From an optimization exercise on the open Yosys and OpenROAD flow, aimed at small area, a short achievable clock period and few clock cycles per item; shortcuts taken in it are not production practice. The RTL was checked by simulation tests, not by an equivalence proof against the original design.

## flow/design.v (module list and top-level ports; edited modules follow where they fit)
// module fa: 4 lines
// module ha: 4 lines
// module hai: 4 lines
// module qsel: 7 lines
// module bc: 4 lines
// module gc: 3 lines
// module sq_mod_p: 1143 lines
// module sq_mod_q: 1776 lines
// module crt_s: 1071 lines
// module crt_x: 492 lines
// module decode_7seg: 26 lines
// module bbs_generator: 60 lines
module bbs_generator(
    input  wire CLOCK_50,
    input  wire res,
    input  wire [63:0] seed,
    output wire [9:0] LEDR,
    output reg  valid,
    output wire [63:0] x_out,
    output wire [6:0] HEX0,
    output wire [6:0] HEX1,
    output wire [6:0] HEX2,
    output wire [6:0] HEX3,
    output wire [6:0] HEX4,
    output wire [6:0] HEX5
);
  // ...
==> flow/run.sh <==
#!/bin/bash
# synth_recipe.tcl (not shown) runs the flow's synth.tcl, then flattens the netlist and writes it again
# the make line also repeats each setting of config.mk as NAME=value (left out here)
make -C /OpenROAD-flow-scripts/flow DESIGN_CONFIG=/design/flow/config.mk WORK_HOME=/design/flow/orfs CLKGATE_MAP_FILE= SYNTH_SCRIPT=/design/flow/synth_recipe.tcl finish
==> flow/config.mk <==
export PLATFORM = sky130hd
export DESIGN_NAME = bbs_generator
export DESIGN_NICKNAME = bbs_generator
export VERILOG_FILES = /design/flow/design.v
export SDC_FILE = /design/flow/constraint.sdc
export NUM_CORES = 4
export LEC_CHECK = 0
export CAP_MARGIN = 20
export CORE_MARGIN = 2
export CORE_UTILIZATION = 60
export SETUP_SLACK_MARGIN = 2.5
export SLEW_MARGIN = 20
export SYNTH_HIERARCHICAL = 1
export SYNTH_MINIMUM_KEEP_SIZE = 0
==> flow/constraint.sdc <==
create_clock -name core_clock -period 12.0 [get_ports {CLOCK_50}]
set_input_delay 2.4000 -clock core_clock [delete_from_list [all_inputs] [get_ports {CLOCK_50}]]
set_output_delay 2.4000 -clock core_clock [all_outputs]
set_load 0.01 [all_outputs]
==> results.txt, run 1 <==
### Run status
• outcome: timing/DRC/antenna clean

### Cells and area
• total area of multi-input combinational cells: 49,400 sq um
• area added between synthesis and finish: 8.15%
• net count reported at finish: 7,159
• diode count: 0
• number of flip-flops and latches: 151
• top library cells by usage in the layout, fill and taps aside: sky130_fd_sc_hd__fa_1 (1,394), sky130_fd_sc_hd__nand2_1 (990), sky130_fd_sc_hd__and2_1 (529), sky130_fd_sc_hd__a21o_1 (411), sky130_fd_sc_hd__ha_1 (346)
• clock network share of area: 1.05%

### Synth
• cell area after synthesis: 55,200 sq um
• top-area cell type share of the netlist area: 51.0%
• leading cell types by total area after synthesis: sky130_fd_sc_hd__fa_1 (51%), sky130_fd_sc_hd__ha_1 (7.9%), sky130_fd_sc_hd__dfrtp_1 (6.8%), sky130_fd_sc_hd__nand2_1 (6.7%), sky130_fd_sc_hd__and2_1 (6.0%)
• proportion of synthesized area in mux cells: 0.950%
• simple-gate area share of the yosys netlist: 16.4%
• async set-reset flop share out of synthesis: 100%

### STA
• RSZ-0062 raised after global routing: false
• worst slew margin relative to its limit: 33.2%
• setup slack of the critical path after layout: 2.75 ns
• Hold Slack: 0.478 ns

### Clock network
• clock root cell: sky130_fd_sc_hd__clkbuf_16

### Worst setup path
• arrival time of data at the critical path endpoint: 9.66 ns
• Required @ worst endpoint: 12.40 ns
• reg-to-reg critical path startpoint: b_reg[28]$_DFF_PP0_
• kind of critical path: flop to flop
• element type at the critical path start: flop
• largest fanout on the critical path: 20
• CP delay by family, top: adder cells

### Global route
• gr busiest metal: met2
• met3 usage in global routing: 9.50%
• grt met1 use: 52.8%
• via count of the first global-routing pass: 44,200
• largest net degree at the start of global routing: 90
• Overflow after GRT: 0

### Placement
• number of instances in the placed design: 6,462
• half-perimeter wire length after detailed placement: 138 mm
• Final GP Congestion: 1.02
• area of placed instances: 58,200 sq um

### Drt
• first-pass iteration count of the detailed router: 7
• total vias in the final route: 40,500

### Worst hold path
• hold crit path type: flop to flop

### Die
• number of placement rows: 111

Testbench counts, summed over its fixed seeds: cycles 216, numbers 192.
==> module bbs_generator, before the edit <==
module bbs_generator(
    input  wire CLOCK_50,
    input  wire res,
    input  wire [63:0] seed,
    output wire [9:0] LEDR,
    output reg  valid,
    output wire [63:0] x_out,
    output wire [6:0] HEX0,
    output wire [6:0] HEX1,
    output wire [6:0] HEX2,
    output wire [6:0] HEX3,
    output wire [6:0] HEX4,
    output wire [6:0] HEX5
);
    reg  [1:0]  phase;       
    reg  [30:0] a_reg, b_reg;
    reg  [30:0] s_reg, bq_reg;
    reg  [23:0] counter;
    wire [63:0] sd = seed & {64{phase == 2'd0}};
    wire [30:0] a_next, b_next, s_next;
    wire [61:0] x;
    sq_mod_p sqp (.a(a_reg), .sd(sd), .r(a_next));
    sq_mod_q sqq (.b(b_reg), .sd(sd), .r(b_next));
    wire b_ge = (&b_reg[30:5]) & (b_reg[4:0] >= 5'd13);
    wire [4:0] b_lo = b_reg[4:0] + 5'd19;
    wire [30:0] b_c = b_ge ? {26'd0, b_lo} : b_reg;
    crt_s    crs (.a(a_reg), .b(b_reg), .ge(b_ge), .s(s_next));
    crt_x    crx (.b(bq_reg), .s(s_reg), .x(x));
    wire x0 = bq_reg[0] ^ s_reg[0];
    wire [23:0] shown = counter + {23'd0, ~x0};
    always @(posedge CLOCK_50 or posedge res) begin
        if (res) begin
            phase   <= 2'd0;
            a_reg   <= 31'd0;
            b_reg   <= 31'd0;
            s_reg   <= 31'd0;
            bq_reg  <= 31'd0;
            counter <= 24'd0;
            valid   <= 1'b0;
        end else begin
            if (phase != 2'd2)
                phase <= phase + 2'd1;
            a_reg  <= a_next;
            b_reg  <= b_next;
            s_reg  <= s_next;
            bq_reg <= b_c;
            valid  <= (phase == 2'd2);
            if (valid)
                counter <= shown;
        end
    end
    assign x_out = {2'b00, x};
    assign LEDR  = {8'd0, ~x0, x0};
    decode_7seg d0 (.in(shown[3:0]),   .seg(HEX0));
    decode_7seg d1 (.in(shown[7:4]),   .seg(HEX1));
    decode_7seg d2 (.in(shown[11:8]),  .seg(HEX2));
    decode_7seg d3 (.in(shown[15:12]), .seg(HEX3));
    decode_7seg d4 (.in(shown[19:16]), .seg(HEX4));
    decode_7seg d5 (.in(shown[23:20]), .seg(HEX5));
endmodule
==> run 2, diff against run 1 <==
--- a/flow/design.v
+++ b/flow/design.v
@@ -5,23 +5,16 @@
 module ha (input wire a, input wire b, output wire s, output wire co);
     assign s  = a ^ b;
     assign co = a & b;
 endmodule
 module hai (input wire a, input wire b, output wire s, output wire co);
     assign s  = ~(a ^ b);
     assign co = a | b;
 endmodule
-module qsel (input wire co1, input wire t1, input wire co2, input wire t2,
-             input wire co3, input wire t3, input wire e, output wire [3:0] o);
-    wire s3 = co3 & (t3 | e);
-    wire s2 = co2 | (t2 & e);
-    wire s1 = co1 | t1 | e;
-    assign o = {s3, ~s3 & s2, ~s3 & ~s2 & s1, ~s3 & ~s2 & ~s1};
-endmodule
 module bc (input wire gh, input wire ph, input wire gl, input wire pl, output wire g, output wire p);
     assign g = gh | (ph & gl);
     assign p = ph & pl;
 endmodule
 module gc (input wire gh, input wire ph, input wire gl, output wire g);
     assign g = gh | (ph & gl);
 endmodule
 module sq_mod_p (
@@ -2941,17 +2934,16 @@
     wire [5:0] la = h2 ? w2[5:0] : (h1 ? w1[5:0] : w0[5:0]);
     wire [5:0] lb = h2 ? w3[5:0] : (h1 ? w2[5:0] : w1[5:0]);
     wire [24:0] hi = t[30:6] ^ ({25{c6}} & ones[24:0]);
     assign r = ovf ? {25'd0, lb} : {hi, la};
 endmodule
 module crt_s (
     input  wire [30:0] a,
     input  wire [30:0] b,
-    input  wire        ge,
     output wire [30:0] s
 );
     wire [30:0] ad_a = b;
     wire [30:0] ad_b = ~a;
     wire [30:0] ad_p, ad_g;
     ha ad_h0 (.a(ad_a[0]), .b(ad_b[0]), .s(ad_p[0]), .co(ad_g[0]));
     ha ad_h1 (.a(ad_a[1]), .b(ad_b[1]), .s(ad_p[1]), .co(ad_g[1]));
     ha ad_h2 (.a(ad_a[2]), .b(ad_b[2]), .s(ad_p[2]), .co(ad_g[2]));
@@ -3383,19 +3375,19 @@
     fa tc179_fa (.a(dn[8]), .b(d[5]), .c(dn[2]), .s(tc179), .co(tc180));
     wire tc181, tc182;
     fa tc181_fa (.a(dn[27]), .b(d[24]), .c(dn[21]), .s(tc181), .co(tc182));
     wire tc183, tc184;
     fa tc183_fa (.a(d[18]), .b(dn[15]), .c(d[12]), .s(tc183), .co(tc184));
     wire tc185, tc186;
     fa tc185_fa (.a(dn[9]), .b(d[6]), .c(dn[3]), .s(tc185), .co(tc186));
     wire tc187, tc188;
-    fa tc187_fa (.a(d[0]), .b(ge), .c(tc182), .s(tc187), .co(tc188));
+    fa tc187_fa (.a(d[0]), .b(tc182), .c(tc184), .s(tc187), .co(tc188));
     wire tc189, tc190;
-    fa tc189_fa (.a(tc184), .b(tc186), .c(tc1), .s(tc189), .co(tc190));
+    fa tc189_fa (.a(tc186), .b(tc1), .c(tc3), .s(tc189), .co(tc190));
     wire tc191, tc192;
     fa tc191_fa (.a(d[1]), .b(tc2), .c(tc4), .s(tc191), .co(tc192));
     wire tc193, tc194;
     fa tc193_fa (.a(tc6), .b(tc7), .c(tc9), .s(tc193), .co(tc194));
     wire tc195, tc196;
     fa tc195_fa (.a(d[2]), .b(tc8), .c(tc10), .s(tc195), .co(tc196));
     wire tc197, tc198;
     fa tc197_fa (.a(tc12), .b(tc13), .c(tc15), .s(tc197), .co(tc198));
@@ -3507,265 +3499,203 @@
     fa tc303_fa (.a(d[29]), .b(tc170), .c(tc172), .s(tc303), .co(tc304));
     wire tc305, tc306;
     fa tc305_fa (.a(tc174), .b(tc175), .c(tc177), .s(tc305), .co(tc306));
     wire tc307, tc308;
     fa tc307_fa (.a(d[30]), .b(tc176), .c(tc178), .s(tc307), .co(tc308));
     wire tc309, tc310;
     fa tc309_fa (.a(tc180), .b(tc181), .c(tc183), .s(tc309), .co(tc310));
     wire tc311, tc312;
-    fa tc311_fa (.a(tc3), .b(tc5), .c(tc308), .s(tc311), .co(tc312));
+    fa tc311_fa (.a(tc5), .b(tc308), .c(tc187), .s(tc311), .co(tc312));
     wire tc313, tc314;
-    fa tc313_fa (.a(tc187), .b(tc310), .c(tc189), .s(tc313), .co(tc314));
+    fa tc313_fa (.a(tc11), .b(tc188), .c(tc191), .s(tc313), .co(tc314));
     wire tc315, tc316;
-    fa tc315_fa (.a(tc11), .b(tc188), .c(tc190), .s(tc315), .co(tc316));
+    fa tc315_fa (.a(tc17), .b(tc192), .c(tc195), .s(tc315), .co(tc316));
     wire tc317, tc318;
-    fa tc317_fa (.a(tc17), .b(tc192), .c(tc195), .s(tc317), .co(tc318));
+    fa tc317_fa (.a(tc23), .b(tc196), .c(tc199), .s(tc317), .co(tc318));
     wire tc319, tc320;
-    fa tc319_fa (.a(tc23), .b(tc196), .c(tc199), .s(tc319), .co(tc320));
+    fa tc319_fa (.a(tc29), .b(tc200), .c(tc203), .s(tc319), .co(tc320));
     wire tc321, tc322;
-    fa tc321_fa (.a(tc29), .b(tc200), .c(tc203), .s(tc321), .co(tc322));
+    fa tc321_fa (.a(tc35), .b(tc204), .c(tc207), .s(tc321), .co(tc322));
     wire tc323, tc324;
-    fa tc323_fa (.a(tc35), .b(tc204), .c(tc207), .s(tc323), .co(tc324));
+    fa tc323_fa (.a(tc41), .b(tc208), .c(tc211), .s(tc323), .co(tc324));
     wire tc325, tc326;
-    fa tc325_fa (.a(tc41), .b(tc208), .c(tc211), .s(tc325), .co(tc326));
+    fa tc325_fa (.a(tc47), .b(tc212), .c(tc215), .s(tc325), .co(tc326));
     wire tc327, tc328;
-    fa tc327_fa (.a(tc47), .b(tc212), .c(tc215), .s(tc327), .co(tc328));
+    fa tc327_fa (.a(tc53), .b(tc216), .c(tc219), .s(tc327), .co(tc328));
     wire tc329, tc330;
-    fa tc329_fa (.a(tc53), .b(tc216), .c(tc219), .s(tc329), .co(tc330));
+    fa tc329_fa (.a(tc59), .b(tc220), .c(tc223), .s(tc329), .co(tc330));
     wire tc331, tc332;
-    fa tc331_fa (.a(tc59), .b(tc220), .c(tc223), .s(tc331), .co(tc332));
+    fa tc331_fa (.a(tc65), .b(tc224), .c(tc227), .s(tc331), .co(tc332));
     wire tc333, tc334;
-    fa tc333_fa (.a(tc65), .b(tc224), .c(tc227), .s(tc333), .co(tc334));
+    fa tc333_fa (.a(tc71), .b(tc228), .c(tc231), .s(tc333), .co(tc334));
     wire tc335, tc336;
-    fa tc335_fa (.a(tc71), .b(tc228), .c(tc231), .s(tc335), .co(tc336));
+    fa tc335_fa (.a(tc77), .b(tc232), .c(tc235), .s(tc335), .co(tc336));
     wire tc337, tc338;
-    fa tc337_fa (.a(tc77), .b(tc232), .c(tc235), .s(tc337), .co(tc338));
+    fa tc337_fa (.a(tc83), .b(tc236), .c(tc239), .s(tc337), .co(tc338));
     wire tc339, tc340;
-    fa tc339_fa (.a(tc83), .b(tc236), .c(tc239), .s(tc339), .co(tc340));
+    fa tc339_fa (.a(tc89), .b(tc240), .c(tc243), .s(tc339), .co(tc340));
     wire tc341, tc342;
-    fa tc341_fa (.a(tc89), .b(tc240), .c(tc243), .s(tc341), .co(tc342));
+    fa tc341_fa (.a(tc95), .b(tc244), .c(tc247), .s(tc341), .co(tc342));
     wire tc343, tc344;
-    fa tc343_fa (.a(tc95), .b(tc244), .c(tc247), .s(tc343), .co(tc344));
+    fa tc343_fa (.a(tc101), .b(tc248), .c(tc251), .s(tc343), .co(tc344));
     wire tc345, tc346;
-    fa tc345_fa (.a(tc101), .b(tc248), .c(tc251), .s(tc345), .co(tc346));
+    fa tc345_fa (.a(tc107), .b(tc252), .c(tc255), .s(tc345), .co(tc346));
     wire tc347, tc348;
-    fa tc347_fa (.a(tc107), .b(tc252), .c(tc255), .s(tc347), .co(tc348));
+    fa tc347_fa (.a(tc113), .b(tc256), .c(tc259), .s(tc347), .co(tc348));
     wire tc349, tc350;
-    fa tc349_fa (.a(tc113), .b(tc256), .c(tc259), .s(tc349), .co(tc350));
+    fa tc349_fa (.a(tc119), .b(tc260), .c(tc263), .s(tc349), .co(tc350));
     wire tc351, tc352;
-    fa tc351_fa (.a(tc119), .b(tc260), .c(tc263), .s(tc351), .co(tc352));
+    fa tc351_fa (.a(tc125), .b(tc264), .c(tc267), .s(tc351), .co(tc352));
     wire tc353, tc354;
-    fa tc353_fa (.a(tc125), .b(tc264), .c(tc267), .s(tc353), .co(tc354));
+    fa tc353_fa (.a(tc131), .b(tc268), .c(tc271), .s(tc353), .co(tc354));
     wire tc355, tc356;
-    fa tc355_fa (.a(tc131), .b(tc268), .c(tc271), .s(tc355), .co(tc356));
+    fa tc355_fa (.a(tc137), .b(tc272), .c(tc275), .s(tc355), .co(tc356));
     wire tc357, tc358;
-    fa tc357_fa (.a(tc137), .b(tc272), .c(tc275), .s(tc357), .co(tc358));
+    fa tc357_fa (.a(tc143), .b(tc276), .c(tc279), .s(tc357), .co(tc358));
     wire tc359, tc360;
-    fa tc359_fa (.a(tc143), .b(tc276), .c(tc279), .s(tc359), .co(tc360));
+    fa tc359_fa (.a(tc149), .b(tc280), .c(tc283), .s(tc359), .co(tc360));
     wire tc361, tc362;
-    fa tc361_fa (.a(tc149), .b(tc280), .c(tc283), .s(tc361), .co(tc362));
+    fa tc361_fa (.a(tc155), .b(tc284), .c(tc287), .s(tc361), .co(tc362));
     wire tc363, tc364;
-    fa tc363_fa (.a(tc155), .b(tc284), .c(tc287), .s(tc363), .co(tc364));
+    fa tc363_fa (.a(tc161), .b(tc288), .c(tc291), .s(tc363), .co(tc364));
     wire tc365, tc366;
-    fa tc365_fa (.a(tc161), .b(tc288), .c(tc291), .s(tc365), .co(tc366));
+    fa tc365_fa (.a(tc167), .b(tc292), .c(tc295), .s(tc365), .co(tc366));
     wire tc367, tc368;
-    fa tc367_fa (.a(tc167), .b(tc292), .c(tc295), .s(tc367), .co(tc368));
+    fa tc367_fa (.a(tc173), .b(tc296), .c(tc299), .s(tc367), .co(tc368));
     wire tc369, tc370;
-    fa tc369_fa (.a(tc173), .b(tc296), .c(tc299), .s(tc369), .co(tc370));
+    fa tc369_fa (.a(tc179), .b(tc300), .c(tc303), .s(tc369), .co(tc370));
     wire tc371, tc372;
-    fa tc371_fa (.a(tc179), .b(tc300), .c(tc303), .s(tc371), .co(tc372));
+    fa tc371_fa (.a(tc185), .b(tc304), .c(tc307), .s(tc371), .co(tc372));
     wire tc373, tc374;
-    fa tc373_fa (.a(tc185), .b(tc304), .c(tc307), .s(tc373), .co(tc374));
+    fa tc373_fa (.a(tc310), .b(tc189), .c(tc372), .s(tc373), .co(tc374));
     wire tc375, tc376;
-    fa tc375_fa (.a(tc311), .b(tc374), .c(tc313), .s(tc375), .co(tc376));
+    fa tc375_fa (.a(tc190), .b(tc193), .c(tc312), .s(tc375), .co(tc376));
     wire tc377, tc378;
-    fa tc377_fa (.a(tc191), .b(tc193), .c(tc312), .s(tc377), .co(tc378));
+    fa tc377_fa (.a(tc194), .b(tc197), .c(tc314), .s(tc377), .co(tc378));
     wire tc379, tc380;
-    fa tc379_fa (.a(tc194), .b(tc197), .c(tc316), .s(tc379), .co(tc380));
+    fa tc379_fa (.a(tc198), .b(tc201), .c(tc316), .s(tc379), .co(tc380));
     wire tc381, tc382;
-    fa tc381_fa (.a(tc198), .b(tc201), .c(tc318), .s(tc381), .co(tc382));
+    fa tc381_fa (.a(tc202), .b(tc205), .c(tc318), .s(tc381), .co(tc382));
     wire tc383, tc384;
-    fa tc383_fa (.a(tc202), .b(tc205), .c(tc320), .s(tc383), .co(tc384));
+    fa tc383_fa (.a(tc206), .b(tc209), .c(tc320), .s(tc383), .co(tc384));
     wire tc385, tc386;
-    fa tc385_fa (.a(tc206), .b(tc209), .c(tc322), .s(tc385), .co(tc386));
+    fa tc385_fa (.a(tc210), .b(tc213), .c(tc322), .s(tc385), .co(tc386));
     wire tc387, tc388;
-    fa tc387_fa (.a(tc210), .b(tc213), .c(tc324), .s(tc387), .co(tc388));
+    fa tc387_fa (.a(tc214), .b(tc217), .c(tc324), .s(tc387), .co(tc388));
     wire tc389, tc390;
-    fa tc389_fa (.a(tc214), .b(tc217), .c(tc326), .s(tc389), .co(tc390));
+    fa tc389_fa (.a(tc218), .b(tc221), .c(tc326), .s(tc389), .co(tc390));
     wire tc391, tc392;
-    fa tc391_fa (.a(tc218), .b(tc221), .c(tc328), .s(tc391), .co(tc392));
+    fa tc391_fa (.a(tc222), .b(tc225), .c(tc328), .s(tc391), .co(tc392));
     wire tc393, tc394;
-    fa tc393_fa (.a(tc222), .b(tc225), .c(tc330), .s(tc393), .co(tc394));
+    fa tc393_fa (.a(tc226), .b(tc229), .c(tc330), .s(tc393), .co(tc394));
     wire tc395, tc396;
-    fa tc395_fa (.a(tc226), .b(tc229), .c(tc332), .s(tc395), .co(tc396));
+    fa tc395_fa (.a(tc230), .b(tc233), .c(tc332), .s(tc395), .co(tc396));
     wire tc397, tc398;
-    fa tc397_fa (.a(tc230), .b(tc233), .c(tc334), .s(tc397), .co(tc398));
+    fa tc397_fa (.a(tc234), .b(tc237), .c(tc334), .s(tc397), .co(tc398));
     wire tc399, tc400;
-    fa tc399_fa (.a(tc234), .b(tc237), .c(tc336), .s(tc399), .co(tc400));
+    fa tc399_fa (.a(tc238), .b(tc241), .c(tc336), .s(tc399), .co(tc400));
     wire tc401, tc402;
-    fa tc401_fa (.a(tc238), .b(tc241), .c(tc338), .s(tc401), .co(tc402));
+    fa tc401_fa (.a(tc242), .b(tc245), .c(tc338), .s(tc401), .co(tc402));
     wire tc403, tc404;
-    fa tc403_fa (.a(tc242), .b(tc245), .c(tc340), .s(tc403), .co(tc404));
+    fa tc403_fa (.a(tc246), .b(tc249), .c(tc340), .s(tc403), .co(tc404));
     wire tc405, tc406;
-    fa tc405_fa (.a(tc246), .b(tc249), .c(tc342), .s(tc405), .co(tc406));
+    fa tc405_fa (.a(tc250), .b(tc253), .c(tc342), .s(tc405), .co(tc406));
     wire tc407, tc408;
-    fa tc407_fa (.a(tc250), .b(tc253), .c(tc344), .s(tc407), .co(tc408));
+    fa tc407_fa (.a(tc254), .b(tc257), .c(tc344), .s(tc407), .co(tc408));
     wire tc409, tc410;
-    fa tc409_fa (.a(tc254), .b(tc257), .c(tc346), .s(tc409), .co(tc410));
+    fa tc409_fa (.a(tc258), .b(tc261), .c(tc346), .s(tc409), .co(tc410));
     wire tc411, tc412;
-    fa tc411_fa (.a(tc258), .b(tc261), .c(tc348), .s(tc411), .co(tc412));
+    fa tc411_fa (.a(tc262), .b(tc265), .c(tc348), .s(tc411), .co(tc412));
     wire tc413, tc414;
-    fa tc413_fa (.a(tc262), .b(tc265), .c(tc350), .s(tc413), .co(tc414));
+    fa tc413_fa (.a(tc266), .b(tc269), .c(tc350), .s(tc413), .co(tc414));
     wire tc415, tc416;
-    fa tc415_fa (.a(tc266), .b(tc269), .c(tc352), .s(tc415), .co(tc416));
+    fa tc415_fa (.a(tc270), .b(tc273), .c(tc352), .s(tc415), .co(tc416));
     wire tc417, tc418;
-    fa tc417_fa (.a(tc270), .b(tc273), .c(tc354), .s(tc417), .co(tc418));
+    fa tc417_fa (.a(tc274), .b(tc277), .c(tc354), .s(tc417), .co(tc418));
     wire tc419, tc420;
-    fa tc419_fa (.a(tc274), .b(tc277), .c(tc356), .s(tc419), .co(tc420));
+    fa tc419_fa (.a(tc278), .b(tc281), .c(tc356), .s(tc419), .co(tc420));
     wire tc421, tc422;
-    fa tc421_fa (.a(tc278), .b(tc281), .c(tc358), .s(tc421), .co(tc422));
+    fa tc421_fa (.a(tc282), .b(tc285), .c(tc358), .s(tc421), .co(tc422));
     wire tc423, tc424;
-    fa tc423_fa (.a(tc282), .b(tc285), .c(tc360), .s(tc423), .co(tc424));
+    fa tc423_fa (.a(tc286), .b(tc289), .c(tc360), .s(tc423), .co(tc424));
     wire tc425, tc426;
-    fa tc425_fa (.a(tc286), .b(tc289), .c(tc362), .s(tc425), .co(tc426));
+    fa tc425_fa (.a(tc290), .b(tc293), .c(tc362), .s(tc425), .co(tc426));
     wire tc427, tc428;
-    fa tc427_fa (.a(tc290), .b(tc293), .c(tc364), .s(tc427), .co(tc428));
+    fa tc427_fa (.a(tc294), .b(tc297), .c(tc364), .s(tc427), .co(tc428));
     wire tc429, tc430;
-    fa tc429_fa (.a(tc294), .b(tc297), .c(tc366), .s(tc429), .co(tc430));
+    fa tc429_fa (.a(tc298), .b(tc301), .c(tc366), .s(tc429), .co(tc430));
     wire tc431, tc432;
-    fa tc431_fa (.a(tc298), .b(tc301), .c(tc368), .s(tc431), .co(tc432));
+    fa tc431_fa (.a(tc302), .b(tc305), .c(tc368), .s(tc431), .co(tc432));
     wire tc433, tc434;
-    fa tc433_fa (.a(tc302), .b(tc305), .c(tc370), .s(tc433), .co(tc434));
+    fa tc433_fa (.a(tc306), .b(tc309), .c(tc370), .s(tc433), .co(tc434));
     wire tc435, tc436;
-    fa tc435_fa (.a(tc306), .b(tc309), .c(tc372), .s(tc435), .co(tc436));
+    fa tc435_fa (.a(tc311), .b(tc434), .c(tc373), .s(tc435), .co(tc436));
     wire tc437, tc438;
-    fa tc437_fa (.a(tc315), .b(tc314), .c(tc377), .s(tc437), .co(tc438));
+    fa tc437_fa (.a(tc313), .b(tc374), .c(tc375), .s(tc437), .co(tc438));
     wire tc439, tc440;
-    fa tc439_fa (.a(tc317), .b(tc378), .c(tc379), .s(tc439), .co(tc440));
+    fa tc439_fa (.a(tc315), .b(tc376), .c(tc377), .s(tc439), .co(tc440));
     wire tc441, tc442;
-    fa tc441_fa (.a(tc319), .b(tc380), .c(tc381), .s(tc441), .co(tc442));
+    fa tc441_fa (.a(tc317), .b(tc378), .c(tc379), .s(tc441), .co(tc442));
     wire tc443, tc444;
-    fa tc443_fa (.a(tc321), .b(tc382), .c(tc383), .s(tc443), .co(tc444));
+    fa tc443_fa (.a(tc319), .b(tc380), .c(tc381), .s(tc443), .co(tc444));
     wire tc445, tc446;
-    fa tc445_fa (.a(tc323), .b(tc384), .c(tc385), .s(tc445), .co(tc446));
+    fa tc445_fa (.a(tc321), .b(tc382), .c(tc383), .s(tc445), .co(tc446));
     wire tc447, tc448;
-    fa tc447_fa (.a(tc325), .b(tc386), .c(tc387), .s(tc447), .co(tc448));
+    fa tc447_fa (.a(tc323), .b(tc384), .c(tc385), .s(tc447), .co(tc448));
     wire tc449, tc450;
-    fa tc449_fa (.a(tc327), .b(tc388), .c(tc389), .s(tc449), .co(tc450));
+    fa tc449_fa (.a(tc325), .b(tc386), .c(tc387), .s(tc449), .co(tc450));
     wire tc451, tc452;
-    fa tc451_fa (.a(tc329), .b(tc390), .c(tc391), .s(tc451), .co(tc452));
+    fa tc451_fa (.a(tc327), .b(tc388), .c(tc389), .s(tc451), .co(tc452));
     wire tc453, tc454;
-    fa tc453_fa (.a(tc331), .b(tc392), .c(tc393), .s(tc453), .co(tc454));
+    fa tc453_fa (.a(tc329), .b(tc390), .c(tc391), .s(tc453), .co(tc454));
     wire tc455, tc456;
-    fa tc455_fa (.a(tc333), .b(tc394), .c(tc395), .s(tc455), .co(tc456));
+    fa tc455_fa (.a(tc331), .b(tc392), .c(tc393), .s(tc455), .co(tc456));
     wire tc457, tc458;
-    fa tc457_fa (.a(tc335), .b(tc396), .c(tc397), .s(tc457), .co(tc458));
+    fa tc457_fa (.a(tc333), .b(tc394), .c(tc395), .s(tc457), .co(tc458));
     wire tc459, tc460;
-    fa tc459_fa (.a(tc337), .b(tc398), .c(tc399), .s(tc459), .co(tc460));
+    fa tc459_fa (.a(tc335), .b(tc396), .c(tc397), .s(tc459), .co(tc460));
     wire tc461, tc462;
-    fa tc461_fa (.a(tc339), .b(tc400), .c(tc401), .s(tc461), .co(tc462));
+    fa tc461_fa (.a(tc337), .b(tc398), .c(tc399), .s(tc461), .co(tc462));
     wire tc463, tc464;
-    fa tc463_fa (.a(tc341), .b(tc402), .c(tc403), .s(tc463), .co(tc464));
+    fa tc463_fa (.a(tc339), .b(tc400), .c(tc401), .s(tc463), .co(tc464));
     wire tc465, tc466;
-    fa tc465_fa (.a(tc343), .b(tc404), .c(tc405), .s(tc465), .co(tc466));
+    fa tc465_fa (.a(tc341), .b(tc402), .c(tc403), .s(tc465), .co(tc466));
     wire tc467, tc468;
-    fa tc467_fa (.a(tc345), .b(tc406), .c(tc407), .s(tc467), .co(tc468));
+    fa tc467_fa (.a(tc343), .b(tc404), .c(tc405), .s(tc467), .co(tc468));
     wire tc469, tc470;
-    fa tc469_fa (.a(tc347), .b(tc408), .c(tc409), .s(tc469), .co(tc470));
+    fa tc469_fa (.a(tc345), .b(tc406), .c(tc407), .s(tc469), .co(tc470));
     wire tc471, tc472;
-    fa tc471_fa (.a(tc349), .b(tc410), .c(tc411), .s(tc471), .co(tc472));
+    fa tc471_fa (.a(tc347), .b(tc408), .c(tc409), .s(tc471), .co(tc472));
     wire tc473, tc474;
-    fa tc473_fa (.a(tc351), .b(tc412), .c(tc413), .s(tc473), .co(tc474));
+    fa tc473_fa (.a(tc349), .b(tc410), .c(tc411), .s(tc473), .co(tc474));
     wire tc475, tc476;
-    fa tc475_fa (.a(tc353), .b(tc414), .c(tc415), .s(tc475), .co(tc476));
+    fa tc475_fa (.a(tc351), .b(tc412), .c(tc413), .s(tc475), .co(tc476));
     wire tc477, tc478;
-    fa tc477_fa (.a(tc355), .b(tc416), .c(tc417), .s(tc477), .co(tc478));
+    fa tc477_fa (.a(tc353), .b(tc414), .c(tc415), .s(tc477), .co(tc478));
     wire tc479, tc480;
-    fa tc479_fa (.a(tc357), .b(tc418), .c(tc419), .s(tc479), .co(tc480));
+    fa tc479_fa (.a(tc355), .b(tc416), .c(tc417), .s(tc479), .co(tc480));
     wire tc481, tc482;
-    fa tc481_fa (.a(tc359), .b(tc420), .c(tc421), .s(tc481), .co(tc482));
+    fa tc481_fa (.a(tc357), .b(tc418), .c(tc419), .s(tc481), .co(tc482));
     wire tc483, tc484;
-    fa tc483_fa (.a(tc361), .b(tc422), .c(tc423), .s(tc483), .co(tc484));
+    fa tc483_fa (.a(tc359), .b(tc420), .c(tc421), .s(tc483), .co(tc484));
     wire tc485, tc486;
-    fa tc485_fa (.a(tc363), .b(tc424), .c(tc425), .s(tc485), .co(tc486));
+    fa tc485_fa (.a(tc361), .b(tc422), .c(tc423), .s(tc485), .co(tc486));
     wire tc487, tc488;
-    fa tc487_fa (.a(tc365), .b(tc426), .c(tc427), .s(tc487), .co(tc488));
+    fa tc487_fa (.a(tc363), .b(tc424), .c(tc425), .s(tc487), .co(tc488));
     wire tc489, tc490;
-    fa tc489_fa (.a(tc367), .b(tc428), .c(tc429), .s(tc489), .co(tc490));
+    fa tc489_fa (.a(tc365), .b(tc426), .c(tc427), .s(tc489), .co(tc490));
     wire tc491, tc492;
-    fa tc491_fa (.a(tc369), .b(tc430), .c(tc431), .s(tc491), .co(tc492));
+    fa tc491_fa (.a(tc367), .b(tc428), .c(tc429), .s(tc491), .co(tc492));
     wire tc493, tc494;
-    fa tc493_fa (.a(tc371), .b(tc432), .c(tc433), .s(tc493), .co(tc494));
+    fa tc493_fa (.a(tc369), .b(tc430), .c(tc431), .s(tc493), .co(tc494));
     wire tc495, tc496;
-    fa tc495_fa (.a(tc373), .b(tc434), .c(tc435), .s(tc495), .co(tc496));
-    wire tc497, tc498;
-    fa tc497_fa (.a(tc436), .b(tc375), .c(tc496), .s(tc497), .co(tc498));
-    wire tc499, tc500;
-    ha tc499_ha (.a(tc437), .b(tc376), .s(tc499), .co(tc500));
-    wire tc501, tc502;
-    ha tc501_ha (.a(tc439), .b(tc438), .s(tc501), .co(tc502));
-    wire tc503, tc504;
-    ha tc503_ha (.a(tc441), .b(tc440), .s(tc503), .co(tc504));
-    wire tc505, tc506;
-    ha tc505_ha (.a(tc443), .b(tc442), .s(tc505), .co(tc506));
-    wire tc507, tc508;
-    ha tc507_ha (.a(tc445), .b(tc444), .s(tc507), .co(tc508));
-    wire tc509, tc510;
-    ha tc509_ha (.a(tc447), .b(tc446), .s(tc509), .co(tc510));
-    wire tc511, tc512;
-    ha tc511_ha (.a(tc449), .b(tc448), .s(tc511), .co(tc512));
-    wire tc513, tc514;
-    ha tc513_ha (.a(tc451), .b(tc450), .s(tc513), .co(tc514));
-    wire tc515, tc516;
-    ha tc515_ha (.a(tc453), .b(tc452), .s(tc515), .co(tc516));
-    wire tc517, tc518;
-    ha tc517_ha (.a(tc455), .b(tc454), .s(tc517), .co(tc518));
-    wire tc519, tc520;
-    ha tc519_ha (.a(tc457), .b(tc456), .s(tc519), .co(tc520));
-    wire tc521, tc522;
-    ha tc521_ha (.a(tc459), .b(tc458), .s(tc521), .co(tc522));
-    wire tc523, tc524;
-    ha tc523_ha (.a(tc461), .b(tc460), .s(tc523), .co(tc524));
-    wire tc525, tc526;
-    ha tc525_ha (.a(tc463), .b(tc462), .s(tc525), .co(tc526));
-    wire tc527, tc528;
-    ha tc527_ha (.a(tc465), .b(tc464), .s(tc527), .co(tc528));
-    wire tc529, tc530;
-    ha tc529_ha (.a(tc467), .b(tc466), .s(tc529), .co(tc530));
-    wire tc531, tc532;
-    ha tc531_ha (.a(tc469), .b(tc468), .s(tc531), .co(tc532));
-    wire tc533, tc534;
-    ha tc533_ha (.a(tc471), .b(tc470), .s(tc533), .co(tc534));
-    wire tc535, tc536;
-    ha tc535_ha (.a(tc473), .b(tc472), .s(tc535), .co(tc536));
-    wire tc537, tc538;
-    ha tc537_ha (.a(tc475), .b(tc474), .s(tc537), .co(tc538));
-    wire tc539, tc540;
-    ha tc539_ha (.a(tc477), .b(tc476), .s(tc539), .co(tc540));
-    wire tc541, tc542;
-    ha tc541_ha (.a(tc479), .b(tc478), .s(tc541), .co(tc542));
-    wire tc543, tc544;
-    ha tc543_ha (.a(tc481), .b(tc480), .s(tc543), .co(tc544));
-    wire tc545, tc546;
-    ha tc545_ha (.a(tc483), .b(tc482), .s(tc545), .co(tc546));
-    wire tc547, tc548;
-    ha tc547_ha (.a(tc485), .b(tc484), .s(tc547), .co(tc548));
-    wire tc549, tc550;
-    ha tc549_ha (.a(tc487), .b(tc486), .s(tc549), .co(tc550));
-    wire tc551, tc552;
-    ha tc551_ha (.a(tc489), .b(tc488), .s(tc551), .co(tc552));
-    wire tc553, tc554;
-    ha tc553_ha (.a(tc491), .b(tc490), .s(tc553), .co(tc554));
-    wire tc555, tc556;
-    ha tc555_ha (.a(tc493), .b(tc492), .s(tc555), .co(tc556));
-    wire tc557, tc558;
-    ha tc557_ha (.a(tc495), .b(tc494), .s(tc557), .co(tc558));
-    wire [30:0] s0 = {tc557, tc555, tc553, tc551, tc549, tc547, tc545, tc543, tc541, tc539, tc537, tc535, tc533, tc531, tc529, tc527, tc525, tc523, tc521, tc519, tc517, tc515, tc513, tc511, tc509, tc507, tc505, tc503, tc501, tc499, tc497};
-    wire [30:0] s1 = {tc556, tc554, tc552, tc550, tc548, tc546, tc544, tc542, tc540, tc538, tc536, tc534, tc532, tc530, tc528, tc526, tc524, tc522, tc520, tc518, tc516, tc514, tc512, tc510, tc508, tc506, tc504, tc502, tc500, tc498, tc558};
+    fa tc495_fa (.a(tc371), .b(tc432), .c(tc433), .s(tc495), .co(tc496));
+    wire [30:0] s0 = {tc495, tc493, tc491, tc489, tc487, tc485, tc483, tc481, tc479, tc477, tc475, tc473, tc471, tc469, tc467, tc465, tc463, tc461, tc459, tc457, tc455, tc453, tc451, tc449, tc447, tc445, tc443, tc441, tc439, tc437, tc435};
+    wire [30:0] s1 = {tc494, tc492, tc490, tc488, tc486, tc484, tc482, tc480, tc478, tc476, tc474, tc472, tc470, tc468, tc466, tc464, tc462, tc460, tc458, tc456, tc454, tc452, tc450, tc448, tc446, tc444, tc442, tc440, tc438, tc436, tc496};
     wire [30:0] as_a = s0;
     wire [30:0] as_b = s1;
     wire [30:0] as_p, as_g;
     ha as_h0 (.a(as_a[0]), .b(as_b[0]), .s(as_p[0]), .co(as_g[0]));
     ha as_h1 (.a(as_a[1]), .b(as_b[1]), .s(as_p[1]), .co(as_g[1]));
     ha as_h2 (.a(as_a[2]), .b(as_b[2]), .s(as_p[2]), .co(as_g[2]));
     ha as_h3 (.a(as_a[3]), .b(as_b[3]), .s(as_p[3]), .co(as_g[3]));
     ha as_h4 (.a(as_a[4]), .b(as_b[4]), .s(as_p[4]), .co(as_g[4]));
@@ -4012,16 +3942,17 @@
     wire [30:0] as_c = {as_G[29:0] | (as_P[29:0] & {30{as_ci}}), as_ci};
     wire [30:0] as_s = as_p ^ as_c;
     wire both_ones = (&s0) & (&s1);
     assign s = as_s & {31{~both_ones}};
 endmodule
 module crt_x (
     input  wire [30:0] b,
     input  wire [30:0] s,
+    input  wire        ge,
     output wire [61:0] x
 );
     wire [30:0] sn = ~s;
     wire tx1, tx2;
     fa tx1_fa (.a(b[0]), .b(sn[0]), .c(1'b1), .s(tx1), .co(tx2));
     wire tx3, tx4;
     fa tx3_fa (.a(b[1]), .b(sn[1]), .c(sn[0]), .s(tx3), .co(tx4));
     wire tx5, tx6;
@@ -4499,17 +4430,19 @@
     wire [5:0] lo = {1'b0, s[4:0]} - {1'b0, m};
     wire [25:0] zeros;
     assign zeros[0] = 1'b1;
     genvar gi;
     generate for (gi = 1; gi < 26; gi = gi + 1) begin : op
         assign zeros[gi] = zeros[gi-1] & ~s[gi+4];
     end endgenerate
     wire [25:0] hi = s[30:5] ^ ({26{lo[5]}} & zeros);
-    assign x = {hi, lo[4:0], L[30:0]};
+    wire corr = ge & (&s[30:1]) & ~s[0];
+    wire [4:0] bc = b[4:0] + 5'd19;
+    assign x = corr ? {57'd0, bc} : {hi, lo[4:0], L[30:0]};
 endmodule
 module decode_7seg(
     input [3:0] in,
     output reg [6:0] seg
 );
     always @(*) begin
         case (in)
             4'h0: seg = ~7'b0111111;
@@ -4544,45 +4477,47 @@
     output wire [6:0] HEX2,
     output wire [6:0] HEX3,
     output wire [6:0] HEX4,
     output wire [6:0] HEX5
 );
     reg  [1:0]  phase;       
     reg  [30:0] a_reg, b_reg;
     reg  [30:0] s_reg, bq_reg;
+    reg         ge_reg;
     reg  [23:0] counter;
     wire [63:0] sd = seed & {64{phase == 2'd0}};
     wire [30:0] a_next, b_next, s_next;
     wire [61:0] x;
     sq_mod_p sqp (.a(a_reg), .sd(sd), .r(a_next));
     sq_mod_q sqq (.b(b_reg), .sd(sd), .r(b_next));
     wire b_ge = (&b_reg[30:5]) & (b_reg[4:0] >= 5'd13);
-    wire [4:0] b_lo = b_reg[4:0] + 5'd19;
-    wire [30:0] b_c = b_ge ? {26'd0, b_lo} : b_reg;
-    crt_s    crs (.a(a_reg), .b(b_reg), .ge(b_ge), .s(s_next));
-    crt_x    crx (.b(bq_reg), .s(s_reg), .x(x));
-    wire x0 = bq_reg[0] ^ s_reg[0];
+    crt_s    crs (.a(a_reg), .b(b_reg), .s(s_next));
+    crt_x    crx (.b(bq_reg), .s(s_reg), .ge(ge_reg), .x(x));
+    wire corr0 = ge_reg & (&s_reg[30:1]) & ~s_reg[0];
+    wire x0 = bq_reg[0] ^ s_reg[0] ^ corr0;
     wire [23:0] shown = counter + {23'd0, ~x0};
     always @(posedge CLOCK_50 or posedge res) begin
         if (res) begin
             phase   <= 2'd0;
             a_reg   <= 31'd0;
             b_reg   <= 31'd0;
             s_reg   <= 31'd0;
             bq_reg  <= 31'd0;
+            ge_reg  <= 1'b0;
             counter <= 24'd0;
             valid   <= 1'b0;
         end else begin
             if (phase != 2'd2)
                 phase <= phase + 2'd1;
             a_reg  <= a_next;
             b_reg  <= b_next;
             s_reg  <= s_next;
-            bq_reg <= b_c;
+            bq_reg <= b_reg;
+            ge_reg <= b_ge;
             valid  <= (phase == 2'd2);
             if (valid)
                 counter <= shown;
         end
     end
     assign x_out = {2'b00, x};
     assign LEDR  = {8'd0, ~x0, x0};
     decode_7seg d0 (.in(shown[3:0]),   .seg(HEX0));
==> results.txt, run 2 <==
### Run status
• outcome: timing/DRC/antenna clean

### Cells and area
• final core utilization: 65.7%
• area added between synthesis and finish: 8.88%
• area taken by flip-flops and latches: 3920 sq um
• number of filler cells placed in the layout: 7,378
• area of all placed cells without fillers: 59,900 sq um
• fraction of layout cells with a size suffix above 1: 8.94%
• most frequent standard cell in the layout excluding fill and tap cells: sky130_fd_sc_hd__fa_1
• total area of multi-input combinational cells: 49,300 sq um, -0.14%
• top library cells by usage in the layout, fill and taps aside: sky130_fd_sc_hd__fa_1 (1,388), sky130_fd_sc_hd__nand2_1 (991), sky130_fd_sc_hd__and2_1 (506), sky130_fd_sc_hd__a21o_1 (408), sky130_fd_sc_hd__ha_1 (312)
• diode count: 0, unchanged
• net count reported at finish: 7,188, +0.41%

### Synth
• Mean Syn Cell Area: 10.5 sq um
• Post-synth EDFFs: 0
• leading cell types by total area after synthesis: sky130_fd_sc_hd__fa_1 (51%), sky130_fd_sc_hd__ha_1 (7.2%), sky130_fd_sc_hd__dfrtp_1 (6.9%), sky130_fd_sc_hd__nand2_1 (6.8%), sky130_fd_sc_hd__and2_1 (5.8%)
• most used flip-flop cell after synthesis: sky130_fd_sc_hd__dfrtp_1
• Synth warnings: 8
• synthesis-stage register bit count: 152
• cell type with the largest total area after synthesis: sky130_fd_sc_hd__fa_1
• ranking of synthesized cells by instance count: sky130_fd_sc_hd__fa_1 (1,404), sky130_fd_sc_hd__nand2_1 (993), sky130_fd_sc_hd__and2_1 (508)
• part of the Yosys area used for sequential elements: 6.91%
• Distinct cells, synth: 72
• top-area cell type share of the netlist area: 51.1%, +0.10 points
• cell area after synthesis: 55,000 sq um, -0.27%
• async set-reset flop share out of synthesis: 100%, unchanged
• most frequently used cell type in the post-synthesis netlist: sky130_fd_sc_hd__fa_1
• synthesized netlist cell count: 5,258

### Worst setup path
• reg-to-reg critical path startpoint: b_reg[25]$_DFF_PP0_
• Most Frequent Cell on Critical Path: sky130_fd_sc_hd__fa_1
• arrival time of data at the critical path endpoint: 9.69 ns, +0.03 ns
• kind of critical path: flop to flop
• element type at the critical path start: flop
• Crit. Startpoint: b_reg[25]$_DFF_PP0_
• Required @ worst endpoint: 12.42 ns, +0.02 ns
• Critical Path Max Stage Delay: 0.70 ns
• largest fanout on the critical path: 9, -55%
• kind of end point of the critical path: flop
• master of the slowest instance on the critical path: sky130_fd_sc_hd__fa_2

### STA
• final setup skew: 0.0228 ns
• final critical-path share of the clock period: 77.2%
• Highest Clock Rate: 0.108 GHz
• RSZ-0062 raised after global routing: true
• fin crit period: 9.27 ns
• Slew @ Worst Pin: 1.05 ns
• Hold Slack: 0.483 ns, +0.00484 ns
• final count of negative-setup-slack endpoints: 0
• setup TNS: 0 ns
• worst slew margin relative to its limit: 29.6%, -3.6 points
• Slew Viols, Final: 0
• final hold vios: 0

### Placement
• half-perimeter wire length after detailed placement: 138 mm, +0.18%
• Final GP Congestion: 1.03, +0.40%
• area of placed instances: 58,000 sq um, -0.33%
• number of buffers inserted by port buffering: 172

### Clock network
• worst skew pair latency: 0.52 ns
• Reg clk slew, reported paths: 0.09 ns
• TritonCTS buffer count: 17
• clock net sink count: 152
• clock root cell: sky130_fd_sc_hd__clkbuf_16
• CTS tree: yes
• buffers from clock root to sink, at most: 2
• Max H-tree Level: 4

### Global route
• via count of the first global-routing pass: 44,800, +1.5%
• all-layer global routing usage: 39.4%
• Overflow after GRT: 0, unchanged
• first-pass GRT wire length: 274 mm
• initial antenna violation count: 4
• largest net degree at the start of global routing: 74, -18%

### Die
• I/O pin count: 183
• Die ar.: 94,200 sq um
• Placeable Area: 91,200 sq um
• number of placement rows: 111, unchanged
• width of the die: 307 microns
• starting utilization of the core area: 60.3%
• die span in y: 307 microns

### Drt
• drt initial violations: 3,494
• Routed WL per cell: 27.0 microns
• routed wire length: 178 mm
• DRT antenna net count: 0
• first-pass iteration count of the detailed router: 5, -2
• DRC viols: 0
• Avg Vias per Cell: 6.20
• total vias in the final route: 41,000, +1.2%

### Worst hold path
• hold crit path type: flop to flop
• origin of the worst min-delay path: phase[0]$_DFFE_PP0N_

### Flow run
• Maximum Capacitance Violations: 0

==> run 2: critical path: cells and delay by family (launching register included) <==
kind / cells / cell delay [ns]
buffers and inverters: 5 / 0.63
adders and majority gates: 12 / 5.44
DFF: 1 / 0.57
and+or+nand+nor: 7 / 1.39
AOI/OAI and AO/OA: 6 / 1.13
==> run 2: path summary, 6_finish.rpt <==
kind	to	cells past startpoint	slack, ns
hold / removal	phase[0]$_DFFE_PP0N_	1	0.48
min in group asynchronous	counter[4]$_DFFE_PP0P_	2	2.41
setup / recovery	b_reg[25]$_DFF_PP0_	30	2.73
setup reg to reg	b_reg[25]$_DFF_PP0_	30	2.73
max in group asynchronous	b_reg[29]$_DFF_PP0_	3	8.35
hold reg to reg	phase[0]$_DFFE_PP0N_	1	0.48
==> run 2: timing repair <==
action	4_1_cts	5_1_grt
endpoints found under the hold margin	0	0
gates cloned	1	1
pin swaps	1	5
buffers inserted	33	51
gates resized for setup	115	64
hold buffers	0	0
endpoints found under the setup margin	84	84
==> run 2: area by class of cell <==
class	count	share of cell area, %
clock inverters	13	0.265
flip-flops and latches	152	6.54
clock buffers	19	0.739
inverters	286	1.84
multi-input cells	4578	82.3
repair buffers	367	5.85
well taps	1186	2.48
==> run 2: logic make-up (layout without fill, tap and decap cells) <==
group / after synthesis / in the layout / share of synthesized area [%]
simple gates: 1902 / 1904 / 16.7
fa+ha+maj: 1720 / 1720 / 58.3
compound gates: 670 / 670 / 9.39
buf+inv: 546 / 685 / 4.06
xor+xnor: 227 / 227 / 3.65
flops: 152 / 152 / 6.91
mux: 38 / 38 / 0.971
other cells: 3 / 19 / 0.0205
==> run 2: stage by stage <==
stage / setup slack (ns) / instances
floorplan: 3.21 / 5274
global placement: 1.22 / 6482
detailed placement: 1.47 / 6482
CTS: 2.52 / 6548
global route: 2.46 / 6601
finish: 2.73 / 6601
==> run 2: metal layers <==
metal  up-vias  GRT usage [%]  share of wire, %
met4         8           15.6               4.5
met3       452           11.5                11
li1      17000              -                 -
met5         -              0             0.035
met2      2352           60.5                45
met1     21100           53.2                39
==> run 2: per-module statistics from Yosys (local to each module, per instance), a selection <==
| module | copies in the design | cell area (sq um) | flops+latches |
|---|---|---|---|
| gc | 64 | 7.51 | 0 |
| sq_mod_p | 1 | 3750 | 0 |
| crt_x | 1 | 1530 | 0 |
| crt_s | 1 | 1730 | 0 |
| bc | 347 | 13.8 | 0 |
| hai | 24 | 27.5 | 0 |
| bbs_generator | 1 | 5410 | 152 |
Testbench counts of run 2, summed over its fixed seeds: cycles 216, numbers 192.
==> run 3, diff against run 2 <==
--- a/flow/config.mk
+++ b/flow/config.mk
@@ -10,3 +10,3 @@
 export CORE_UTILIZATION = 60
-export SETUP_SLACK_MARGIN = 2.5
+export SETUP_SLACK_MARGIN = 3
 export SLEW_MARGIN = 20
==> results.txt, run 3 <==
### Drt
• DRC viols: 0, unchanged
• first-pass iteration count of the detailed router: 6, +1
• total vias in the final route: 41,500, +1.3%
• DRT antenna net count: 0, unchanged
• met2 wirelength from detailed routing: 82.1 mm, +1.4%
• routed wire length: 181 mm, +1.5%
• Max Used Layer: met5
• Avg Vias per Cell: 6.22, +0.21%
• total length of routed met3 wires: 19.8 mm, +1.8%
• Routed WL per cell: 27.1 microns, +0.49%
• wire length the detailed router placed on met1: 70.1 mm, +0.50%
• drt initial violations: 3,566, +2.1%

### Synth
• Distinct cells, synth: 72, unchanged
• Post-synth EDFFs: 0, unchanged
• arithmetic-cell share of the synthesized area counting full adders, half adders and majority gates: 58.3%, unchanged
• ranking of synthesized cells by instance count: sky130_fd_sc_hd__fa_1 (1,404), sky130_fd_sc_hd__nand2_1 (993), sky130_fd_sc_hd__and2_1 (508)
• top-area cell type share of the netlist area: 51.1%, unchanged
• leading cell types by total area after synthesis: sky130_fd_sc_hd__fa_1 (51%), sky130_fd_sc_hd__ha_1 (7.2%), sky130_fd_sc_hd__dfrtp_1 (6.9%), sky130_fd_sc_hd__nand2_1 (6.8%), sky130_fd_sc_hd__and2_1 (5.8%)
• cell area after synthesis: 55,000 sq um, unchanged
• Synth warnings: 8, unchanged
• synthesized netlist cell count: 5,258, unchanged
• fraction of the mapped netlist area in compound gates: 9.39%, unchanged
• synthesis-stage register bit count: 152, unchanged
• proportion of synthesized area in mux cells: 0.971%, unchanged
• cell type with the largest total area after synthesis: sky130_fd_sc_hd__fa_1
• most frequently used cell type in the post-synthesis netlist: sky130_fd_sc_hd__fa_1
• async set-reset flop share out of synthesis: 100%, unchanged
• part of the Yosys area used for sequential elements: 6.91%, unchanged
• Mean Syn Cell Area: 10.5 sq um, unchanged
• post-synthesis xor/xnor area fraction: 3.65%, unchanged
• most used flip-flop cell after synthesis: sky130_fd_sc_hd__dfrtp_1
• largest family of logic cells by synthesized area: adder cells
• simple-gate area share of the yosys netlist: 16.7%, unchanged

### Worst setup path
• kind of critical path: flop to flop
• largest fanout on the critical path: 8, -1
• master of the slowest instance on the critical path: sky130_fd_sc_hd__fa_2
• Register-to-Register Setup Slack: 3.01 ns, +0.28 ns
• Required @ worst endpoint: 12.45 ns, +0.03 ns
• element type at the critical path start: flop
• Critical Path Max Stage Delay: 0.62 ns, -0.08 ns
• kind of end point of the critical path: flop
• Most Frequent Cell on Critical Path: sky130_fd_sc_hd__fa_1
• arrival time of data at the critical path endpoint: 9.44 ns, -0.25 ns

### STA
• final count of negative-setup-slack endpoints: 0, unchanged
• final setup skew: 0.0212 ns, -0.00164 ns
• worst slew margin relative to its limit: 29.6%, about the same
• final hold vios: 0, unchanged
• fin crit period: 8.99 ns, -0.277 ns
• RSZ-0062 raised after global routing: true
• Slew @ Worst Pin: 1.05 ns, +0.0000352 ns
• Slew Viols, Final: 0, unchanged
• Highest Clock Rate: 0.111 GHz, +3.1%
• setup TNS: 0 ns, unchanged
• setup slack of the critical path after layout: 3.01 ns, +0.277 ns
• final critical-path share of the clock period: 74.9%, -2.3 points

### Clock network
• CTS tree: yes
• Reg clk slew, reported paths: 0.09 ns, about the same
• buffers from clock root to sink, at most: 2, unchanged
• Max H-tree Level: 4, unchanged
• TritonCTS buffer count: 17, unchanged
• clock root cell: sky130_fd_sc_hd__clkbuf_16
• clock net sink count: 152, unchanged
• worst skew pair latency: 0.52 ns, about the same

### Die
• Placeable Area: 91,200 sq um, unchanged
• I/O pin count: 183, unchanged
• width of the die: 307 microns, unchanged
• Die ar.: 94,200 sq um, unchanged
• number of placement rows: 111, unchanged
• starting utilization of the core area: 60.3%, unchanged
• die span in y: 307 microns, unchanged

### Placement
• setup slack after placement: 1.47 ns, unchanged
• number of instances in the placed design: 6,482, unchanged
• Final GP Congestion: 1.03, unchanged
• number of buffers inserted by port buffering: 172, unchanged
• half-perimeter wire length after detailed placement: 138 mm, unchanged

### Run status
• outcome: timing/DRC/antenna clean

### Global route
• first-pass GRT wire length: 279 mm, +1.6%
• Overflow after GRT: 0, unchanged
• all-layer global routing usage: 40.1%, +0.71 points
• via count of the first global-routing pass: 45,500, +1.4%
• largest net degree at the start of global routing: 74, unchanged
• initial antenna violation count: 4, unchanged

### Cells and area
• most frequent standard cell in the layout excluding fill and tap cells: sky130_fd_sc_hd__fa_1
• area added between synthesis and finish: 11.2%
• number of filler cells placed in the layout: 7,248, -1.8%
• fraction of layout cells with a size suffix above 1: 12.0%, +3.1 points
• top library cells by usage in the layout, fill and taps aside: sky130_fd_sc_hd__fa_1 (1,369), sky130_fd_sc_hd__nand2_1 (986), sky130_fd_sc_hd__and2_1 (502), sky130_fd_sc_hd__a21o_1 (407), sky130_fd_sc_hd__ha_1 (288)
• final core utilization: 67.1%, +1.4 points
• area taken by flip-flops and latches: 3930 sq um, +0.32%
• net count reported at finish: 7,257, +0.96%
• total area of multi-input combinational cells: 49,900 sq um, +1.2%
• final non-filler cell total: 6,670, +1.0%
• diode count: 0, unchanged

### Worst hold path
• hold crit path type: flop to flop

### Flow run
• Maximum Capacitance Violations: 0, unchanged

run 3: metal layers:
| layer | GRT usage, % | vias up |
|---|---|---|
| met5 | 0 | - |
| met4 | 17.2 | 8 |
| met3 | 11.9 | 520 |
| met2 | 61.5 | 2394 |
| met1 | 53.4 | 21400 |
| li1 | - | 17200 |
run 3: modules after synthesis, one instance, submodules excluded, excerpt:
module | area [sq um] | copies in the design
bbs_generator | 5410 | 1
bc | 13.8 | 347
crt_s | 1730 | 1
decode_7seg | 233 | 6
fa | 20.0 | 1403
ha | 12.5 | 237
hai | 27.5 | 24
sq_mod_q | 4250 | 1
run 3: cell families after synthesis:
| kind of cell | Yosys count |
|---|---|
| AND/OR/NAND/NOR | 1902 |
| adder cells (fa/ha/maj) | 1720 |
| AO/OA/AOI/OAI | 670 |
| buffers and inverters | 546 |
| XOR/XNOR | 227 |
| flip-flops | 152 |
| multiplexers | 38 |
| other | 3 |
run 3: final timing paths:
| path | to | startpoint | cells after the start |
|---|---|---|---|
| setup / recovery | b_reg[21]$_DFF_PP0_ | b_reg[30]$_DFF_PP0_ | 29 |
| hold / removal | phase[0]$_DFFE_PP0N_ | phase[0]$_DFFE_PP0N_ | 1 |
| setup reg to reg | b_reg[21]$_DFF_PP0_ | b_reg[30]$_DFF_PP0_ | 29 |
| hold reg to reg | phase[0]$_DFFE_PP0N_ | phase[0]$_DFFE_PP0N_ | 1 |
| max in group asynchronous | b_reg[29]$_DFF_PP0_ | res | 3 |
| min in group asynchronous | counter[4]$_DFFE_PP0P_ | res | 2 |
run 3: area by class of cell:
type / count / area share (%)
repair buffers: 435 / 6.81
inverters: 286 / 1.84
multi-input cells: 4579 / 81.5
clock buffers: 19 / 0.724
flip-flops and latches: 152 / 6.42
well taps: 1186 / 2.43
clock inverters: 13 / 0.260
run 3: what timing repair did:
item,4_1_cts,5_1_grt
pin swaps,32,57
cloned,4,0
resized for setup,224,140
setup endpoints to repair,88,83
hold endpoints to repair,0,0
buffers inserted,99,52
hold buffers,0,0
run 3: metrics by stage:
stage / hold slack [ns] / instance area (sq um)
finish: 0.482 / 61200
global route: 0.510 / 61200
CTS: 0.483 / 60300
detailed placement: 0.467 / 58000
global placement: 0.462 / 58000
floorplan: 0.444 / 55100
run 3: worst max-delay path, delay by kind of cell, from the launching register on:
family | cells | cell delay, ns
AOI/OAI and AO/OA | 7 | 1.30
adders and majority gates | 12 | 5.51
buffers and inverters | 4 | 0.56
DFF | 1 | 0.46
and+or+nand+nor | 6 | 1.10
==> run 4, diff against run 3 <==
--- a/flow/config.mk
+++ b/flow/config.mk
@@ -10,2 +10,3 @@
 export CORE_UTILIZATION = 60
+export PLACE_DENSITY = 0.7
 export SETUP_SLACK_MARGIN = 3
==> results.txt, run 4 <==
### Run status
• outcome: timing/DRC/antenna clean

### Worst setup path
• largest fanout on the critical path: 15, +7
• Critical Path Max Stage Delay: 0.62 ns, about the same
• Most Frequent Cell on Critical Path: sky130_fd_sc_hd__fa_1
• element type at the critical path start: flop
• kind of end point of the critical path: flop
• arrival time of data at the critical path endpoint: 9.38 ns, -0.06 ns
• Required @ worst endpoint: 12.42 ns, -0.03 ns
• kind of critical path: flop to flop
• master of the slowest instance on the critical path: sky130_fd_sc_hd__fa_1
• cell depth of the worst flop-to-flop path: 28, -3.4%

### Cells and area
• fraction of layout cells with a size suffix above 1: 12.8%, +0.80 points
• diode count: 0, unchanged
• area added between synthesis and finish: 11.5%
• number of filler cells placed in the layout: 7,105, -2.0%
• top library cells by usage in the layout, fill and taps aside: sky130_fd_sc_hd__fa_1 (1,334), sky130_fd_sc_hd__nand2_1 (986), sky130_fd_sc_hd__and2_1 (499), sky130_fd_sc_hd__a21o_1 (406), sky130_fd_sc_hd__ha_1 (291)
• final non-filler cell total: 6,696, +0.39%
• net count reported at finish: 7,283, +0.36%
• most frequent standard cell in the layout excluding fill and tap cells: sky130_fd_sc_hd__fa_1

### Synth
• Synth warnings: 8, unchanged
• top-area cell type share of the netlist area: 51.1%, unchanged
• cell area after synthesis: 55,000 sq um, unchanged
• most used flip-flop cell after synthesis: sky130_fd_sc_hd__dfrtp_1
• leading cell types by total area after synthesis: sky130_fd_sc_hd__fa_1 (51%), sky130_fd_sc_hd__ha_1 (7.2%), sky130_fd_sc_hd__dfrtp_1 (6.9%), sky130_fd_sc_hd__nand2_1 (6.8%), sky130_fd_sc_hd__and2_1 (5.8%)
• most frequently used cell type in the post-synthesis netlist: sky130_fd_sc_hd__fa_1
• Post-synth EDFFs: 0, unchanged
• Mean Syn Cell Area: 10.5 sq um, unchanged
• Distinct cells, synth: 72, unchanged
• async set-reset flop share out of synthesis: 100%, unchanged
• cell type with the largest total area after synthesis: sky130_fd_sc_hd__fa_1
• part of the Yosys area used for sequential elements: 6.91%, unchanged
• ranking of synthesized cells by instance count: sky130_fd_sc_hd__fa_1 (1,404), sky130_fd_sc_hd__nand2_1 (993), sky130_fd_sc_hd__and2_1 (508)
• synthesis-stage register bit count: 152, unchanged
• synthesized netlist cell count: 5,258, unchanged

### Global route
• Overflow after GRT: 0, unchanged
• initial antenna violation count: 2, -2
• via count of the first global-routing pass: 45,200, -0.64%
• grt met1 use: 53.2%, -0.29 points
• met3 usage in global routing: 12.9%, +0.94 points
• all-layer global routing usage: 39.5%, -0.56 points
• first-pass GRT wire length: 276 mm, -1.1%
• largest net degree at the start of global routing: 84, +14%
• gr busiest metal: met2
• GR Util met2: 60.3%, -1.2 points

### Die
• I/O pin count: 183, unchanged
• starting utilization of the core area: 60.3%, unchanged
• die span in y: 307 microns, unchanged
• width of the die: 307 microns, unchanged
• number of placement rows: 111, unchanged
• Placeable Area: 91,200 sq um, unchanged
• Die ar.: 94,200 sq um, unchanged

### Clock network
• CTS tree: yes
• hold-fix buffers at CTS: 0, unchanged
• buffers from clock root to sink, at most: 2, unchanged
• worst skew pair latency: 0.50 ns, -0.02 ns
• clock root cell: sky130_fd_sc_hd__clkbuf_16
• clock net sink count: 152, unchanged
• Max H-tree Level: 4, unchanged
• TritonCTS buffer count: 17, unchanged
• Reg clk slew, reported paths: 0.08 ns, about the same

### Drt
• total vias in the final route: 42,000, +1.4%
• Avg Vias per Cell: 6.28, +0.96%
• DRT antenna net count: 0, unchanged
• routed wire length: 180 mm, -0.69%
• first-pass iteration count of the detailed router: 5, -1
• Routed WL per cell: 26.8 microns, -1.1%
• drt initial violations: 4,276, +20%
• DRC viols: 0, unchanged

### STA
• Slew Viols, Final: 0, unchanged
• Highest Clock Rate: 0.112 GHz, +0.29%
• RSZ-0062 raised after global routing: true
• final hold vios: 0, unchanged
• worst slew margin relative to its limit: 32.5%, +2.9 points
• Slew @ Worst Pin: 1.01 ns, -0.0357 ns
• final critical-path share of the clock period: 74.7%, -0.22 points
• setup TNS: 0 ns, unchanged
• final count of negative-setup-slack endpoints: 0, unchanged
• fin crit period: 8.96 ns, -0.0260 ns
• final setup skew: 0.0133 ns, -0.00790 ns

### Placement
• number of buffers inserted by port buffering: 172, unchanged
• number of instances in the placed design: 6,474, -0.12%
• Final GP Congestion: 1.03, +0.32%
• half-perimeter wire length after detailed placement: 137 mm, -0.96%

### Worst hold path
• hold crit path type: flop to flop
• number of cells on the worst hold path: 1, unchanged

### Flow run
• Maximum Capacitance Violations: 0, unchanged

## run 4: cell counts after synthesis
No cell type changed its count.
## run 4: through the flow
stage                     setup slack [ns]  area, sq um  utilization, %  hold WS [ns]
final                                 3.04        61300            67.2         0.480
after global routing                  2.93        61300            67.2         0.501
after CTS                             2.98        59900            65.6         0.478
after detailed placement              1.48        57900            63.5         0.463
after global placement                1.53        57900            63.5         0.465
after floorplan                       3.21        55100               -         0.444
## run 4: final timing paths
kind                                      start                   end  slack [ns]
max in group asynchronous                   res   s_reg[18]$_DFF_PP0_        8.31
max                         b_reg[12]$_DFF_PP0_   b_reg[21]$_DFF_PP0_        3.04
min                        phase[0]$_DFFE_PP0N_  phase[0]$_DFFE_PP0N_        0.48
min reg2reg                phase[0]$_DFFE_PP0N_  phase[0]$_DFFE_PP0N_        0.48
min in group asynchronous                   res  phase[1]$_DFFE_PP0N_        2.37
max reg2reg                 b_reg[12]$_DFF_PP0_   b_reg[21]$_DFF_PP0_        3.04
## run 4: Yosys stat by module, one instance, submodules excluded, a selection
module	cell area (sq um)	cells
bc	13.8	2
fa	20.0	1
sq_mod_p	3750	809
crt_s	1730	247
ha	12.5	1
gc	7.51	1
bbs_generator	5410	389
sq_mod_q	4250	873
crt_x	1530	248
decode_7seg	233	29
## run 4: area by class of cell
class                           instances  area (sq um)  share of cell area [%]
Timing Repair Buffer                  461          4380                    7.15
Multi-Input combinational cell       4579         49800                    81.2
Tap cell                             1186          1480                    2.42
Clock buffer                           17           425                   0.693
Inverter                              286          1150                    1.87
Sequential cell                       152          3930                    6.40
Clock inverter                         15           161                   0.263
## run 4: cells by family (layout without fill, tap and decap cells)
logic type      Yosys count  count (layout)  synth area share [%]
mux                      38              38                 0.971
other cells               3              19                0.0205
fa+ha+maj              1720            1720                  58.3
buf+inv                 546             779                  4.06
xor+xnor                227             227                  3.65
simple gates           1902            1904                  16.7
flops                   152             152                  6.91
compound gates          670             671                  9.39
## run 4: what timing repair did
action,CTS,global route
hold endpoints to repair,0,0
setup endpoints to repair,88,88
cloned,3,2
setup buffers,84,101
pin swaps,30,71
resized for setup,195,183
## run 4: critical path, delay by kind of cell, from the launching register on
| family | cells | cell delay, ns |
|---|---|---|
| AOI/OAI and AO/OA | 7 | 1.29 |
| and+or+nand+nor | 6 | 1.07 |
| adders and majority gates | 12 | 5.53 |
| buffers and inverters | 3 | 0.54 |
| DFF | 1 | 0.44 |
## run 4: per-layer routing
layer / part of all wire [%] / vias to the layer above
met4: 4.7 / 2
li1: - / 17200
met1: 38 / 21600
met5: 0.0089 / -
met2: 45 / 2693
met3: 12 / 490

[afterwards: timing with drivers on the ports]
Ports are ideal in the flow. The routed layouts listed here were re-timed in OpenROAD. Step 1 (the two cells are an assumption about what drives the block):
set clk [get_ports {CLOCK_50}]
set_driving_cell -lib_cell sky130_fd_sc_hd__clkbuf_16 $clk
set_driving_cell -lib_cell sky130_fd_sc_hd__buf_2 [delete_from_list [all_inputs] $clk]
Step 2 moves the port delays by t, midway between the first and last clock arrival at a register: inputs arrive t later, outputs are due t later. That takes back most of the time a late clock gives input paths. Slacks: ideal / step 1 / step 2; pairs: ideal / step 1.
| run | t (ns) | setup slack, ns | worst setup path after step 2 | worst data-port slew with drivers (ns) |
|---|---|---|---|---|
| run 1 | 0.556 | 2.747 / 2.747 / 2.469 | input to register | 0.05 |
| run 2 | 0.577 | 2.733 / 2.711 / 2.553 | input to register | 0.05 |
| run 3 | 0.577 | 3.010 / 2.995 / 2.735 | input to register | 0.05 |
| run 4 | 0.558 | 3.036 / 3.036 / 2.812 | input to register | 0.06 |
After both steps every run listed still meets setup and hold. The setup slack of run 1, which loses most, moves by 0.000 ns with the drivers and by -0.278 ns with both steps.
